What follows belongs to an exercise in optimizing a design on an open flow for small area, a short achievable clock period and few clock cycles per item; a production flow would make more cautious choices.
RTL that was checked went through simulation tests only; none was proved equivalent to the original.

==> build 22 <==
Design booth_multiplier, start of the top module:
module booth_multiplier(
	input			clk,
	input			rst_n,
	input [32:0]	data1,
	input [32:0]	data2,
	input			valid_i,
	output			ready_o,
	input			ready_i,
	output			valid_o,
	output [63:0] 	res
);
	reg			va, vs, vr;
	reg			nrdy, vo;
	reg [32:0]	na1, s1, s2;
	reg [16:0]	na_one, na_two;
	reg [15:0]	a_neg;
	reg [63:0]	r;
	wire [63:0]	prod;
	wire		r_free = ~vr | ready_i;
	wire		a_load = r_free | ~va;
	wire		acc = valid_i & ~vs;
	assign ready_o = ~nrdy;
	assign valid_o = vo;
	assign res = r;
	wire [32:0]	b_in = vs ? s2 : data2;
	wire [34:0]	b_ext = {1'b0, b_in, 1'b0};
	wire [16:0]	e_one, e_two;
	wire [15:0]	e_neg;
	genvar j;
	generate
		for (j = 0; j < 17; j = j + 1) begin : enc
			assign e_one[j] = b_ext[2*j+1] ^ b_ext[2*j];
			assign e_two[j] = (b_ext[2*j+2] & ~b_ext[2*j+1] & ~b_ext[2*j]) |
			                  (~b_ext[2*j+2] & b_ext[2*j+1] & b_ext[2*j]);
			if (j < 16) begin : n
				assign e_neg[j] = b_ext[2*j+2];
			end
		end
	endgenerate
	always @(posedge clk or negedge rst_n) begin
		if (!rst_n) begin
			va <= 1'b0;
			vs <= 1'b0;
			vr <= 1'b0;
			nrdy <= 1'b0;
			vo <= 1'b0;
		end else begin
			if (r_free)
				vr <= va;
			vo <= va | (vr & ~ready_i);
			if (a_load)
				va <= vs | acc;
			if (vs)
				vs <= ~r_free;
			else
				vs <= acc & ~a_load;
			nrdy <= vr & ~ready_i & (vs | (valid_i & va));
		end
	end
	always @(posedge clk) begin
		if (a_load) begin
			na1 <= ~(vs ? s1 : data1);
			na_one <= ~e_one;
			na_two <= ~e_two;
			a_neg <= e_neg;
		end
		if (~vs) begin
			s1 <= data1;
			s2 <= data2;
		end
		if (r_free)
			r <= prod;
	end
	mul33 u_mul (.na(na1), .none(na_one), .ntwo(na_two), .neg(a_neg), .p(prod));
endmodule
Settings: LEC_CHECK=0, ABC_AREA=1, CAP_MARGIN=20, CELL_PAD_IN_SITES_DETAIL_PLACEMENT=2, CELL_PAD_IN_SITES_GLOBAL_PLACEMENT=2, CORE_MARGIN=2, CORE_UTILIZATION=30, CTS_CLUSTER_DIAMETER=100, CTS_CLUSTER_SIZE=24, PLACE_DENSITY=0.5, SLEW_MARGIN=20, SYNTH_HIERARCHICAL=1, SYNTH_MINIMUM_KEEP_SIZE=0; clock period 32.0 ns.
standard.sh (not shown) runs the stock make flow with config.mk's settings and CLKGATE_MAP_FILE= SYNTH_SCRIPT=/design/flow/synth_recipe.tcl, a recipe that flattens the netlist after the stock synthesis.
==> flow/flow/run.sh <==
#!/bin/bash
# The standard layout (standard.sh) with extra ORFS make variables:
#  - port buffers use a plain buffer cell (buf_2) instead of the default choice
#  - flow/extra.txt, if present, holds one more VAR=VALUE per line
set -euo pipefail
ARGS=("BUFFER_PORTS_ARGS=-buffer_cell sky130_fd_sc_hd__buf_2")
if [[ -f flow/extra.txt ]]; then
  while read -r line; do [[ -n "$line" ]] && ARGS+=("$line"); done < flow/extra.txt
fi
bash standard.sh "${ARGS[@]}" finish > make.log 2>&1
==> flow/flow/extra.txt <==
CTS_ARGS=-sink_clustering_enable -repair_clock_nets -sink_clustering_size 24 -sink_clustering_max_diameter 100 -buf_list sky130_fd_sc_hd__clkbuf_16 -branching_point_buffers_distance 1000 -distance_between_buffers 1000
==> build 17 (differences from build 22) <==
--- a/flow/design.v
+++ b/flow/design.v
@@ -7,40 +7,23 @@
 	output			ready_o,
 	input			ready_i,
 	output			valid_o,
 	output [63:0] 	res
 );
 	reg			va, vs, vr;
 	reg			nrdy, vo;
-	reg [32:0]	na1, s1, s2;
-	reg [16:0]	na_one, na_two;
-	reg [15:0]	a_neg;
+	reg [32:0]	na1, a2, s1, s2;
 	reg [63:0]	r;
 	wire [63:0]	prod;
 	wire		r_free = ~vr | ready_i;
 	wire		a_load = r_free | ~va;
 	wire		acc = valid_i & ~vs;
 	assign ready_o = ~nrdy;
 	assign valid_o = vo;
 	assign res = r;
-	wire [32:0]	b_in = vs ? s2 : data2;
-	wire [34:0]	b_ext = {1'b0, b_in, 1'b0};
-	wire [16:0]	e_one, e_two;
-	wire [15:0]	e_neg;
-	genvar j;
-	generate
-		for (j = 0; j < 17; j = j + 1) begin : enc
-			assign e_one[j] = b_ext[2*j+1] ^ b_ext[2*j];
-			assign e_two[j] = (b_ext[2*j+2] & ~b_ext[2*j+1] & ~b_ext[2*j]) |
-			                  (~b_ext[2*j+2] & b_ext[2*j+1] & b_ext[2*j]);
-			if (j < 16) begin : n
-				assign e_neg[j] = b_ext[2*j+2];
-			end
-		end
-	endgenerate
 	always @(posedge clk or negedge rst_n) begin
 		if (!rst_n) begin
 			va <= 1'b0;
 			vs <= 1'b0;
 			vr <= 1'b0;
 			nrdy <= 1'b0;
 			vo <= 1'b0;
@@ -56,28 +39,39 @@
 				vs <= acc & ~a_load;
 			nrdy <= vr & ~ready_i & (vs | (valid_i & va));
 		end
 	end
 	always @(posedge clk) begin
 		if (a_load) begin
 			na1 <= ~(vs ? s1 : data1);
-			na_one <= ~e_one;
-			na_two <= ~e_two;
-			a_neg <= e_neg;
+			a2 <= vs ? s2 : data2;
 		end
 		if (~vs) begin
 			s1 <= data1;
 			s2 <= data2;
 		end
 		if (r_free)
 			r <= prod;
 	end
-	mul33 u_mul (.na(na1), .none(na_one), .ntwo(na_two), .neg(a_neg), .p(prod));
+	mul33 u_mul (.na(na1), .b(a2), .p(prod));
 endmodule
-module mul33 (input [32:0] na, input [16:0] none, input [16:0] ntwo, input [15:0] neg, output [63:0] p);
+module mul33 (input [32:0] na, input [32:0] b, output [63:0] p);
+wire [34:0] b_ext = {1'b0, b, 1'b0};
+wire [16:0] none, ntwo;
+wire [15:0] neg;
+genvar j;
+generate
+for (j = 0; j < 17; j = j + 1) begin : enc
+assign none[j] = ~(b_ext[2*j+1] ^ b_ext[2*j]);
+assign ntwo[j] = ~((b_ext[2*j+2] & ~b_ext[2*j+1] & ~b_ext[2*j]) | (~b_ext[2*j+2] & b_ext[2*j+1] & b_ext[2*j]));
+if (j < 16) begin : n
+assign neg[j] = b_ext[2*j+2];
+end
+end
+endgenerate
 wire pp0_0;
 wire pp0_1;
 wire pp0_2;
 wire pp0_3;
 wire pp0_4;
 wire pp0_5;
 wire pp0_6;
==> flow/flow/extra.txt (replaced) <==
SETUP_SLACK_MARGIN=24.5
==> build 92 (differences from build 22) <==
CORE_UTILIZATION = 50   (was 30)
PLACE_DENSITY = 0.65   (was 0.5)
removed: flow/flow/extra.txt
==> notes <==
Routed wire length: build 92 < build 22 < build 17. Die area: build 22 > build 17 > build 92. Worst hold slack, highest first: build 92, build 22, build 17. Build 17 went through all stages and came out clean. Build 22 ran to the end with no violations. Build 92 finished clean.
Testbench counts of build 22, summed over its fixed seeds: cycles 2,064, items 2,048.
Testbench counts of build 92, summed over its fixed seeds: cycles 2,064, items 2,048.
No functional check of the RTL was part of build 17.

## what the ideal ports hide
The results above use ideal ports. As a check the final layouts listed here were re-extracted and re-timed, cells and wires unchanged.
Step 1 assumes that a clkbuf_16 drives the clock port and a buf_2 every other input.
Step 2 also shifts input and output timing later by t, the mid clock arrival at the registers, as if the neighbouring blocks saw the same clock.
Slacks: ideal ports / drivers / drivers and shift; pairs: ideal ports / drivers.
run | t, ns | setup WS [ns] | hold WS [ns] | worst setup path at the end | cell pins on the clock port's net
build 22 | 0.657 | 24.433 / 24.361 / 24.298 | 0.480 / 0.480 / 0.480 | input to register | 1
build 17 | 0.658 | 24.401 / 24.329 / 24.067 | 0.458 / 0.458 / 0.458 | input to register | 1
build 92 | 0.654 | 24.392 / 24.327 / 24.133 | 0.489 / 0.489 / 0.489 | input to register | 1
After both steps every run listed still meets setup and hold. The setup slack of build 17, which loses most, moves by -0.072 ns with the drivers and by -0.334 ns with both steps.
